Context: an optimization exercise on an open-source flow, tuned for small area, a short achievable clock period and few clock cycles. The choices shown serve that exercise and are no tape-out recipe.
In this exercise RTL edits were held to simulation tests only and were not proved equivalent to the original.
Power and IR drop assume default switching activity.

==> flow/design.v <==
module qr_decode(
    input clk,
    input srstn,
    input qr_decode_start,
    input sram_rdata,
    output [11:0] sram_raddr,
    output reg decode_valid,
    output reg [7:0] decode_jis8_code,
    output reg qr_decode_finish
  );
  reg [4:0] r, c;       
  reg R1, R2;           
  reg [2:0] m;          
  reg [2:0] b;          
  reg [4:0] nb;         
  reg hdr;              
  assign sram_raddr = {1'b0, r, 1'b0, c};
  wire fmt = ~c[4] & ~c[3];
  wire up = c[1];
  wire at_top = c[4] ? (~r[4] & ~r[2] & ~r[1]) : ~(r[4] | r[3] | r[2] | r[1] | r[0]);   
  wire at_bot = r[4] & r[3];                                                           
  wire turn = c[0] & (up ? at_top : at_bot);
  wire sk6 = ~r[4] & ~r[3] & r[2] & r[0] & ~(r[1] ^ up);                  
  wire al_up = c[4] & ~c[2] & up & r[4] & ~r[1] & r[0];                   
  wire al_dn = c[4] & ~c[2] & ~up & ~r[4] & r[2] & r[1] & r[0];           
  wire al = al_up | al_dn;
  wire x = sk6 | al;
  wire [3:0] d = r[3:0] ^ {4{up}};
  wire t1 = d[0], t2 = d[1] & d[0], t3 = d[2] & t2, t4 = d[3] & t3;      
  wire [4:0] rt = {t4 | al, t3 | al, t2 & ~x, t1 | x, ~x};                
  wire rowmove = ~fmt & c[0] & ~turn;
  wire [4:0] frow = {{3{fmt & c[2]}}, 1'b0, fmt & c[2]};                   
  wire [4:0] nr = r ^ (rowmove ? rt : frow);
  wire alc = ~c[4] & c[2] & c[1] & r[4] & ~r[3] & ~(r[2] & r[1]) & (r[2] | r[1] | r[0]);
  wire hold = c[0] & (turn | alc);
  wire [3:1] e = c[3:1] ^ {3{~c[0]}};
  wire [4:0] tc = {e[3] & e[2] & e[1], e[2] & e[1], e[1], 1'b1, 1'b1};   
  wire [4:0] tf = c[2] ? 5'b10011 : c[0] ? 5'b00111 : {4'b0, qr_decode_start};
  wire [4:0] tcol = fmt ? tf : hold ? {4'b0, ~alc} : tc;
  wire [4:0] nc = c ^ tcol;
  wire R0 = ~R1 & ~R2;
  wire rdn = up ^ sk6;
  wire nR1 = fmt ? 1'b0 : (rowmove & ~al) ? (rdn ? R2 : R0) : R1;
  wire nR2 = fmt ? 1'b0 : (rowmove & ~al) ? (rdn ? R0 : R1) : R2;
  wire C0 = (~c[0] & ~c[1] & c[3]) | (~c[0] & c[1] & ~c[2]) | (c[0] & c[1] & c[2] & ~c[4]) | (c[0] & ~c[1] & c[2] & ~c[3]);
  wire C1 = (c[0] & ~c[1] & c[3]) | (~c[0] & c[1] & c[2] & c[4]) | (c[0] & c[1] & ~c[2] & c[4]) | (~c[0] & ~c[1] & ~c[2] & ~c[3]);
  wire C2 = ~C0 & ~C1;
  wire C3o = (c[1] & c[2] & ~c[3]) | (~c[1] & ~c[2] & ~c[3]) | (c[0] & c[1] & c[3]) | (c[0] & ~c[1] & ~c[3]);   
  wire a = r[0] & c[0];
  wire s = r[0] ^ c[0];
  wire q0 = R0 | C0;
  wire q1 = (R1 & C1) | (R2 & C2);
  wire z3 = (R0 & C0) | (R1 & C2) | (R2 & C1);
  reg mk;
  always @* begin
    case (m ^ 3'b101)
      3'd0: mk = ~s;
      3'd1: mk = ~r[0];
      3'd2: mk = C0;
      3'd3: mk = z3;
      3'd4: mk = ~(r[1] ^ C3o);
      3'd5: mk = ~a & q0;
      3'd6: mk = ~(a ^ q1);
      default: mk = ~(s ^ q1);
    endcase
  end
  wire bit_in = sram_rdata ^ mk;
  wire last_bit = (b == 3'd7);
  always @(posedge clk) begin
    if (~srstn) begin
      r <= 5'd8;
      c <= 5'd2;
      hdr <= 1'b1;
      decode_valid <= 1'b0;
      qr_decode_finish <= 1'b0;
    end else begin
      r <= nr;
      c <= nc;
      if (~fmt && b == 3'd0) hdr <= 1'b0;    
      decode_valid <= ~hdr & last_bit;
      qr_decode_finish <= ~hdr & ((last_bit & (nb == 5'd1)) | (nb == 5'd0));
    end
    R1 <= nR1;
    R2 <= nR2;
    if (fmt) m <= {m[1:0], sram_rdata};
    b <= fmt ? 3'd3 : b + 3'd1;           
    if (hdr) nb <= decode_jis8_code[4:0];   
    else if (last_bit) nb <= nb - 5'd1;
    decode_jis8_code <= {decode_jis8_code[6:0], bit_in};
  end
endmodule
clock: 9.0 ns
lec_check: 0
cap_margin: 20
core_margin: 2
core_utilization: 40
slew_margin: 20
standard.sh (not shown) runs the stock make flow with config.mk's settings and CLKGATE_MAP_FILE= SYNTH_SCRIPT=/design/flow/synth_recipe.tcl, a recipe that flattens the netlist after the stock synthesis.
==> flow/flow/run.sh <==
#!/bin/bash
# ORFS layout of the design with three changes to how it is made (the
# constraints are unchanged):
#  - synthesis maps the logic with an area-oriented ABC script and without
#    half/full-adder extraction (registers are mapped exactly as before);
#  - ports are buffered with buf_2 instead of the slow delay buffer;
#  - timing repair aims for more setup slack than the clock period needs.
set -euo pipefail
rm -rf myscripts
cp -r "$FLOW_HOME/scripts" myscripts
printf 'strash\ndch -f\namap\ntopo\n' > myscripts/abc_speed.script
export SCRIPTS_DIR="$PWD/myscripts"
export ADDER_MAP_FILE=
export BUFFER_PORTS_ARGS="-buffer_cell sky130_fd_sc_hd__buf_2"
export SETUP_SLACK_MARGIN=6.3
bash standard.sh > standard.log 2>&1
The baseline passed the timing, design-rule and antenna checks.
Testbench counts at the start, summed over its fixed seeds: cycles 15,800.
Then changed:
--- a/flow/design.v
+++ b/flow/design.v
@@ -19,21 +19,21 @@
   wire up = c[1];
   wire at_top = c[4] ? (~r[4] & ~r[2] & ~r[1]) : ~(r[4] | r[3] | r[2] | r[1] | r[0]);   
   wire at_bot = r[4] & r[3];                                                           
   wire turn = c[0] & (up ? at_top : at_bot);
   wire sk6 = ~r[4] & ~r[3] & r[2] & r[0] & ~(r[1] ^ up);                  
-  wire al_up = c[4] & ~c[2] & up & r[4] & ~r[1] & r[0];                   
-  wire al_dn = c[4] & ~c[2] & ~up & ~r[4] & r[2] & r[1] & r[0];           
+  wire al_up = c[4] & ~c[2] & up & r[4] & ~r[3] & r[2] & ~r[1] & r[0];     
+  wire al_dn = c[4] & ~c[2] & ~up & ~r[4] & r[3] & r[2] & r[1] & r[0];    
   wire al = al_up | al_dn;
   wire x = sk6 | al;
   wire [3:0] d = r[3:0] ^ {4{up}};
   wire t1 = d[0], t2 = d[1] & d[0], t3 = d[2] & t2, t4 = d[3] & t3;      
   wire [4:0] rt = {t4 | al, t3 | al, t2 & ~x, t1 | x, ~x};                
   wire rowmove = ~fmt & c[0] & ~turn;
   wire [4:0] frow = {{3{fmt & c[2]}}, 1'b0, fmt & c[2]};                   
   wire [4:0] nr = r ^ (rowmove ? rt : frow);
-  wire alc = ~c[4] & c[2] & c[1] & r[4] & ~r[3] & ~(r[2] & r[1]) & (r[2] | r[1] | r[0]);
+  wire alc = ~c[4] & c[3] & c[2] & c[1] & c[0] & r[4] & ~r[3] & ~(r[2] & r[1]) & (r[2] | r[1] | r[0]);
   wire hold = c[0] & (turn | alc);
   wire [3:1] e = c[3:1] ^ {3{~c[0]}};
   wire [4:0] tc = {e[3] & e[2] & e[1], e[2] & e[1], e[1], 1'b1, 1'b1};   
   wire [4:0] tf = c[2] ? 5'b10011 : c[0] ? 5'b00111 : {4'b0, qr_decode_start};
   wire [4:0] tcol = fmt ? tf : hold ? {4'b0, ~alc} : tc;
After rerunning: Wire length came out lower by 0.35%. Core utilization grows by 1.2 points. Cell area goes up by 3.2%. Total power went up by 4.5%. Sequential share of layout area falls by 0.93 points. Sequential cell count stays the same.
Testbench counts after the change, summed over its fixed seeds: cycles 15,800.

static timing again, ports no longer ideal:
The flow's constraints put no driver on any port. The routed layouts listed below were extracted and timed again, unchanged, in two steps. Step 1 (the two cells are an assumption about what drives the block):
set clk [get_ports {clk}]
set_driving_cell -lib_cell sky130_fd_sc_hd__clkbuf_16 $clk
set_driving_cell -lib_cell sky130_fd_sc_hd__buf_2 [delete_from_list [all_inputs] $clk]
Step 2 times the ports against the registers' clock, not the clock port: input delays grow and output delays shrink by t, the midpoint of the rising clock arrivals with the driver on. Three values: no drivers, after step 1, after step 2; two values: the first two.
run	t (ns)	slack for setup (ns)	latest minus earliest clock arrival (ns)	worst data-port slew with drivers (ns)
the first run	0.309	6.323 / 6.297 / 6.207	0.008 / 0.008	0.03
the second run	0.306	6.339 / 6.313 / 6.125	0.006 / 0.006	0.03
After both steps setup and hold are still met in every run listed. The setup slack of the second run, which loses most, moves by -0.026 ns with the drivers and by -0.214 ns with both steps.
